Background: an optimization exercise with open tools, aiming at small area, a short achievable clock period and few clock cycles per item. Do not read the settings as production practice. Function was checked by simulation only, so behaviour that the tests miss may differ from the original. Power figures rest on the tool's default switching activity, not on a simulated workload.

// timing_example
module timing_example #(
    parameter int INPUT_WIDTH   = 32,
    parameter int OUTPUT_WIDTH  = 8,
    parameter int COUNTER_WIDTH = 64,
    parameter int NUM_PIPELINES = 16
) (
    input  logic                                  clk,
    input  logic                                  rst,
    input  logic [               INPUT_WIDTH-1:0] data_in,
    input  logic                                  data_in_valid,
    input  logic [NUM_PIPELINES*OUTPUT_WIDTH-1:0] pipe_in,
    output logic                                  ready,
    output logic [              OUTPUT_WIDTH-1:0] data_out,
    output logic                                  data_out_valid,
    output logic [             COUNTER_WIDTH-1:0] count
);
export LEC_CHECK = 0
export CAP_MARGIN = 20
export CORE_MARGIN = 2
export CORE_UTILIZATION = 40
export SLEW_MARGIN = 20
export SYNTH_HIERARCHICAL = 1
export SYNTH_MINIMUM_KEEP_SIZE = 0
create_clock -name core_clock -period 8.0 [get_ports {clk}]
standard.sh (not shown) runs the stock make flow with config.mk's settings and CLKGATE_MAP_FILE= SYNTH_SCRIPT=/design/flow/synth_recipe.tcl, a recipe that flattens the netlist after the stock synthesis.
==> flow/flow/run.sh <==
#!/bin/bash
# Standard synthesis, then the standard layout with these changes: input ports
# are buffered with buf_1 and output ports with a buf_4, and clock tree
# synthesis adds no dummy loads.
set -euo pipefail
bash standard.sh synth > synth.log 2>&1
export BUFFER_PORTS_ARGS="-buffer_cell sky130_fd_sc_hd__buf_1"
export OUT_BUF=buf_4
export PRE_RESIZE_TCL=$PWD/flow/outbuf.tcl
export CTS_ARGS="-sink_clustering_enable -repair_clock_nets -dont_use_dummy_load -buf_list {sky130_fd_sc_hd__clkbuf_4 sky130_fd_sc_hd__clkbuf_8}"
bash standard.sh > layout.log 2>&1
==> flow/flow/outbuf.tcl <==
# Give the buffers that drive output ports a stronger cell than the buf_1
# used for the input ports.
set n 0
foreach port [get_ports -filter "direction == output"] {
  foreach pin [get_pins -of_objects [get_nets -of_objects $port] -filter "direction == output"] {
    set inst [get_cells -of_objects $pin]
    if {[get_property [get_lib_cells -of_objects $inst] name] eq "sky130_fd_sc_hd__buf_1"} {
      replace_cell $inst sky130_fd_sc_hd__$::env(OUT_BUF)
      incr n
    }
  }
}
puts "outbuf.tcl: $n output buffers set to $::env(OUT_BUF)"
The first run never finished: it broke off in 3_4_place_resized.
Testbench counts at the start, summed over its fixed seeds: cycles 1,632, items 1,600.
Then changed:
==> flow/flow/run.sh (replaced) <==
#!/bin/bash
# Standard synthesis, then the standard layout with two changes: ports are
# buffered with buf_1, and clock tree synthesis adds no dummy loads.
set -euo pipefail
bash standard.sh synth > synth.log 2>&1
export BUFFER_PORTS_ARGS="-buffer_cell sky130_fd_sc_hd__buf_1"
export CTS_ARGS="-sink_clustering_enable -repair_clock_nets -dont_use_dummy_load -root_buf sky130_fd_sc_hd__clkbuf_16 -buf_list {sky130_fd_sc_hd__clkbuf_8 sky130_fd_sc_hd__clkbuf_16}"
bash standard.sh > layout.log 2>&1
removed: flow/flow/outbuf.tcl
After rerunning: The new run finished clean; synthesized area stays the same; synthesized cell count is unchanged.
Then changed:
==> flow/flow/run.sh (replaced) <==
#!/bin/bash
# Standard synthesis, then the standard layout with these changes: input ports
# are buffered with buf_1 and output ports with a buf_2, and clock tree
# synthesis adds no dummy loads.
set -euo pipefail
bash standard.sh synth > synth.log 2>&1
export BUFFER_PORTS_ARGS="-buffer_cell sky130_fd_sc_hd__buf_1"
export OUT_BUF=buf_2
export PRE_RESIZE_TCL=$PWD/flow/outbuf.tcl
export CTS_ARGS="-sink_clustering_enable -repair_clock_nets -dont_use_dummy_load -buf_list {sky130_fd_sc_hd__clkbuf_4 sky130_fd_sc_hd__clkbuf_8}"
bash standard.sh > layout.log 2>&1
==> flow/flow/outbuf.tcl (new file) <==
# Give the buffers that drive output ports a stronger cell than the buf_1
# used for the input ports.
set n 0
foreach port [get_ports -filter "direction == output"] {
  foreach pin [get_pins -of_objects [get_nets -of_objects $port] -filter "direction == output"] {
    set inst [get_cells -of_objects $pin]
    if {[get_property [get_lib_cells -of_objects $inst] name] eq "sky130_fd_sc_hd__buf_1"} {
      replace_cell $inst sky130_fd_sc_hd__$::env(OUT_BUF)
      incr n
    }
  }
}
puts "outbuf.tcl: $n output buffers set to $::env(OUT_BUF)"
Effect:
- This time the run failed in 3_4_place_resized
- synthesized area is unchanged
- synthesized cell count does not change
Then changed:
==> flow/flow/run.sh (replaced) <==
#!/bin/bash
# Standard synthesis, then the standard layout with two changes: ports are
# buffered with buf_1, and clock tree synthesis adds no dummy loads.
set -euo pipefail
bash standard.sh synth > synth.log 2>&1
export BUFFER_PORTS_ARGS="-buffer_cell sky130_fd_sc_hd__buf_1"
export CTS_ARGS="-sink_clustering_enable -repair_clock_nets -dont_use_dummy_load -buf_list {sky130_fd_sc_hd__clkbuf_4 sky130_fd_sc_hd__clkbuf_8}"
bash standard.sh > layout.log 2>&1
CORE_UTILIZATION = 60   (was 40)
removed: flow/flow/outbuf.tcl
Effect: The new run completed with no timing, DRC or antenna violations; synthesized cell count does not change; area after synthesis is unchanged.

---

Starting RTL as in the previous note.
Settings: LEC_CHECK=0, CAP_MARGIN=20, CORE_MARGIN=2, CORE_UTILIZATION=40, SLEW_MARGIN=20, SYNTH_HIERARCHICAL=1, SYNTH_MINIMUM_KEEP_SIZE=0; clock period 8.0 ns.
==> flow/flow/run.sh <==
#!/bin/bash
# Standard synthesis, then the standard layout with these changes: input ports
# are buffered with buf_1 and output ports with a buf_2, and clock tree
# synthesis adds no dummy loads.
set -euo pipefail
bash standard.sh synth > synth.log 2>&1
export BUFFER_PORTS_ARGS="-buffer_cell sky130_fd_sc_hd__buf_1"
export OUT_BUF=buf_2
export PRE_RESIZE_TCL=$PWD/flow/outbuf.tcl
export CTS_ARGS="-sink_clustering_enable -repair_clock_nets -dont_use_dummy_load -buf_list {sky130_fd_sc_hd__clkbuf_4 sky130_fd_sc_hd__clkbuf_8}"
bash standard.sh > layout.log 2>&1
==> flow/flow/outbuf.tcl <==
# Give the buffers that buffer_ports put on the output ports (named outputN)
# a stronger cell than the buf_1 used for the input ports.
set n 0
foreach inst [get_cells output*] {
  if {[get_property [get_lib_cells -of_objects $inst] name] eq "sky130_fd_sc_hd__buf_1"} {
    replace_cell $inst sky130_fd_sc_hd__$::env(OUT_BUF)
    incr n
  }
}
puts "outbuf.tcl: $n output buffers set to $::env(OUT_BUF)"
The baseline completed with no timing, DRC or antenna violations.
Testbench counts at the start, summed over its fixed seeds: cycles 1,632, items 1,600.
Next try:
--- a/flow/flow/run.sh
+++ b/flow/flow/run.sh
@@ -3 +3 @@
-# are buffered with buf_1 and output ports with a buf_2, and clock tree
+# are buffered with buf_1 and output ports with a buf_4, and clock tree
@@ -8 +8 @@
-export OUT_BUF=buf_2
+export OUT_BUF=buf_4
Area after synthesis does not change.
Die area stays the same.
Global-route usage climbs by 0.36 points.
Worst setup slack is worse by 19 ps.
Hold slack is worse by 9.7 ps.
Via count goes up slightly.
Sequential share of layout area went down by 0.75 points.
Total power grows slightly.
Cell area rose slightly.
Next try:
==> flow/flow/run.sh (replaced) <==
#!/bin/bash
# Standard synthesis, then the standard layout with two changes: ports are
# buffered with buf_1, and clock tree synthesis adds no dummy loads.
set -euo pipefail
bash standard.sh synth > synth.log 2>&1
export BUFFER_PORTS_ARGS="-buffer_cell sky130_fd_sc_hd__buf_1"
export CTS_ARGS="-sink_clustering_enable -repair_clock_nets -dont_use_dummy_load -buf_list {sky130_fd_sc_hd__clkbuf_4 sky130_fd_sc_hd__clkbuf_8}"
bash standard.sh > layout.log 2>&1
Settings changed: CORE_UTILIZATION 40 to 75.
removed: flow/flow/outbuf.tcl
Result: The new run completed without violations; design area shrinks by a few percent; total power is higher by a few percent; die area decreases by well over a third; setup slack loses 77 ps; global-route usage came out higher by 17 points; core utilization came out higher by 40 points; via count went up by a few percent; worst hold slack improves by 9.7 ps; cell count is lower by roughly a tenth.
Next try:
--- a/flow/flow/run.sh
+++ b/flow/flow/run.sh
@@ -7 +7 @@
-export CTS_ARGS="-sink_clustering_enable -repair_clock_nets -dont_use_dummy_load -buf_list {sky130_fd_sc_hd__clkbuf_4 sky130_fd_sc_hd__clkbuf_8}"
+export CTS_ARGS="-sink_clustering_enable -repair_clock_nets -dont_use_dummy_load -sink_clustering_size 40 -sink_clustering_max_diameter 300 -sink_clustering_levels 1 -buf_list {sky130_fd_sc_hd__clkbuf_4 sky130_fd_sc_hd__clkbuf_8}"
Settings changed: CORE_UTILIZATION 75 to 40.
What happened: Routed wire length fell by 11%; core utilization falls by 41 points; via count drops by 5.7%; combinational power goes down by about 7%; count of clock-buffer cells in the layout stays the same; worst setup slack gains 83 ps; final area came out higher by 1.8%; global-route usage shrinks by 18 points; cell count rose by 14%.

---

job 5851:
timing_example again, from the RTL that the note above started with.
clock: 8.0 ns
lec_check: 0
cap_margin: 20
core_margin: 2
core_utilization: 40
slew_margin: 20
synth_hierarchical: 1
synth_minimum_keep_size: 0
==> flow/flow/run.sh <==
#!/bin/bash
# Standard synthesis, then the standard layout with two changes: ports are
# buffered with buf_1, and clock tree synthesis adds no dummy loads.
set -euo pipefail
bash standard.sh synth > synth.log 2>&1
export BUFFER_PORTS_ARGS="-buffer_cell sky130_fd_sc_hd__buf_1"
export CTS_ARGS="-sink_clustering_enable -repair_clock_nets -dont_use_dummy_load -root_buf sky130_fd_sc_hd__clkbuf_16 -buf_list {sky130_fd_sc_hd__clkbuf_16}"
bash standard.sh > layout.log 2>&1
Testbench counts of job 5851, summed over its fixed seeds: cycles 1,632, items 1,600.
Changes in job 9785 relative to job 5851:
==> flow/flow/run.sh <==
#!/bin/bash
# Standard synthesis, then the standard layout with these changes: ports are
# buffered with buf_1, clock tree synthesis adds no dummy loads, and the timing
# repair after global routing aims at a tighter setup margin than the 8 ns clock
# asks for, fixing only the worst paths by resizing and pin swaps.
set -euo pipefail
bash standard.sh synth > synth.log 2>&1
export BUFFER_PORTS_ARGS="-buffer_cell sky130_fd_sc_hd__buf_1"
export CTS_ARGS="-sink_clustering_enable -repair_clock_nets -dont_use_dummy_load -buf_list {sky130_fd_sc_hd__clkbuf_4 sky130_fd_sc_hd__clkbuf_8}"
bash standard.sh cts > layout_to_cts.log 2>&1
export SETUP_SLACK_MARGIN=5.53
export TNS_END_PERCENT=100
export SETUP_MOVE_SEQUENCE="sizeup,swap"
bash standard.sh > layout.log 2>&1
--- outcome ---
- Comparing job 5851 with job 9785, the final-layout fill cell count came out essentially unchanged.
- The sequential share of layout area of job 5851 and that of job 9785 are within noise of each other.
- Power of the sequential group delta (job 9785 -> job 5851): insignificant
- Worst clock skew (job 9785 over job 5851): increase, 11 ps
- Design internal power delta (job 9785 − job 5851): favourable
- Per the comparison of job 9785 with job 5851, share of layout cells above drive strength 1 saw an increase, sequential cell count about even, final critical-path required period shows an increase of 23 ps, wire length per cell after detailed routing flat.
[inputs] job 9056 vs job 9785
==> flow/flow/run.sh <==
#!/bin/bash
# Standard synthesis, then the standard layout with two changes: ports are
# buffered with buf_1, and clock tree synthesis adds no dummy loads.
set -euo pipefail
bash standard.sh synth > synth.log 2>&1
export BUFFER_PORTS_ARGS="-buffer_cell sky130_fd_sc_hd__buf_1"
export CTS_ARGS="-sink_clustering_enable -repair_clock_nets -dont_use_dummy_load -buf_list {sky130_fd_sc_hd__clkbuf_4 sky130_fd_sc_hd__clkbuf_8}"
bash standard.sh > layout.log 2>&1
Notes after the runs:
- | fraction of power consumed by combinational cells | job 9056 vs job 9785 | 0.4 points lower |
- Cmp job 9056 vs job 9785: post-synthesis to final-layout area growth lower in job 9056
- Reported for job 9785 and job 9056, met1 routing resource usage after global routing turned out identical to the last digit.
## Diff of input files: job 1120 against job 9056
-- flow/flow/run.sh --
<<< job 9056, line 7
export CTS_ARGS="-sink_clustering_enable -repair_clock_nets -dont_use_dummy_load -buf_list {sky130_fd_sc_hd__clkbuf_4 sky130_fd_sc_hd__clkbuf_8}"
>>> job 1120, line 7
export CTS_ARGS="-repair_clock_nets -dont_use_dummy_load -buf_list {sky130_fd_sc_hd__clkbuf_4 sky130_fd_sc_hd__clkbuf_8}"
==> comparison <==
Diff job 9056..job 1120 | largest net degree at the start of global routing | unchanged. Comparing job 1120 against job 9056, there is no change at all in number of clock sinks seen by CTS. Share of power burned in the clock network delta (job 1120 -> job 9056): insignificant. Core utilization: job 9056 vs job 1120 identical. Die area delta (job 1120 -> job 9056): insignificant. Remaining global-route overflow: job 1120 vs job 9056 identical. Summary of job 1120 over job 9056: wire length per cell saw little to no change; worst setup slack held; fraction of area in multi-input gates was more or less identical; global-route usage was more or less identical. On placed instance count, job 1120 tracks job 9056 almost exactly.

## separate check: timing with driven ports
The flow's constraints put no driver on any port. The routed layouts listed below were extracted and timed again, unchanged, in two steps.
Step 1 (the two cells are an assumption about what drives the block):
set clk [get_ports {clk}]
set_driving_cell -lib_cell sky130_fd_sc_hd__clkbuf_16 $clk
set_driving_cell -lib_cell sky130_fd_sc_hd__buf_2 [delete_from_list [all_inputs] $clk]
Step 2 times the ports against the registers' clock, not the clock port: input delays grow and output delays shrink by t, the midpoint of the rising clock arrivals with the driver on.
a / b / c = no drivers / after step 1 / after step 2; a / b = the first two.
run	t, ns	setup WS [ns]	hold WS [ns]	worst register clock-pin slew, ns
the second run of note 1	0.459	5.401 / 5.357 / 5.106	0.330 / 0.330 / 0.330	0.07 / 0.07
the fourth run of note 1	0.469	5.357 / 5.321 / 5.115	0.328 / 0.328 / 0.328	0.08 / 0.08
the first run of note 2	0.470	5.376 / 5.334 / 5.115	0.337 / 0.337 / 0.337	0.10 / 0.10
the second run of note 2	0.471	5.357 / 5.316 / 5.096	0.328 / 0.328 / 0.328	0.10 / 0.10
the third run of note 2	0.479	5.280 / 5.242 / 5.080	0.337 / 0.337 / 0.337	0.08 / 0.08
the fourth run of note 2	0.471	5.364 / 5.324 / 5.104	0.337 / 0.337 / 0.337	0.10 / 0.10
job 5851	0.459	5.401 / 5.357 / 5.106	0.330 / 0.330 / 0.330	0.07 / 0.07
job 9785	0.468	5.379 / 5.339 / 5.108	0.337 / 0.337 / 0.337	0.10 / 0.10
job 9056	0.471	5.364 / 5.324 / 5.104	0.337 / 0.337 / 0.337	0.10 / 0.10
job 1120	0.471	5.364 / 5.324 / 5.104	0.337 / 0.337 / 0.337	0.10 / 0.10
After both steps every run listed still meets setup and hold.
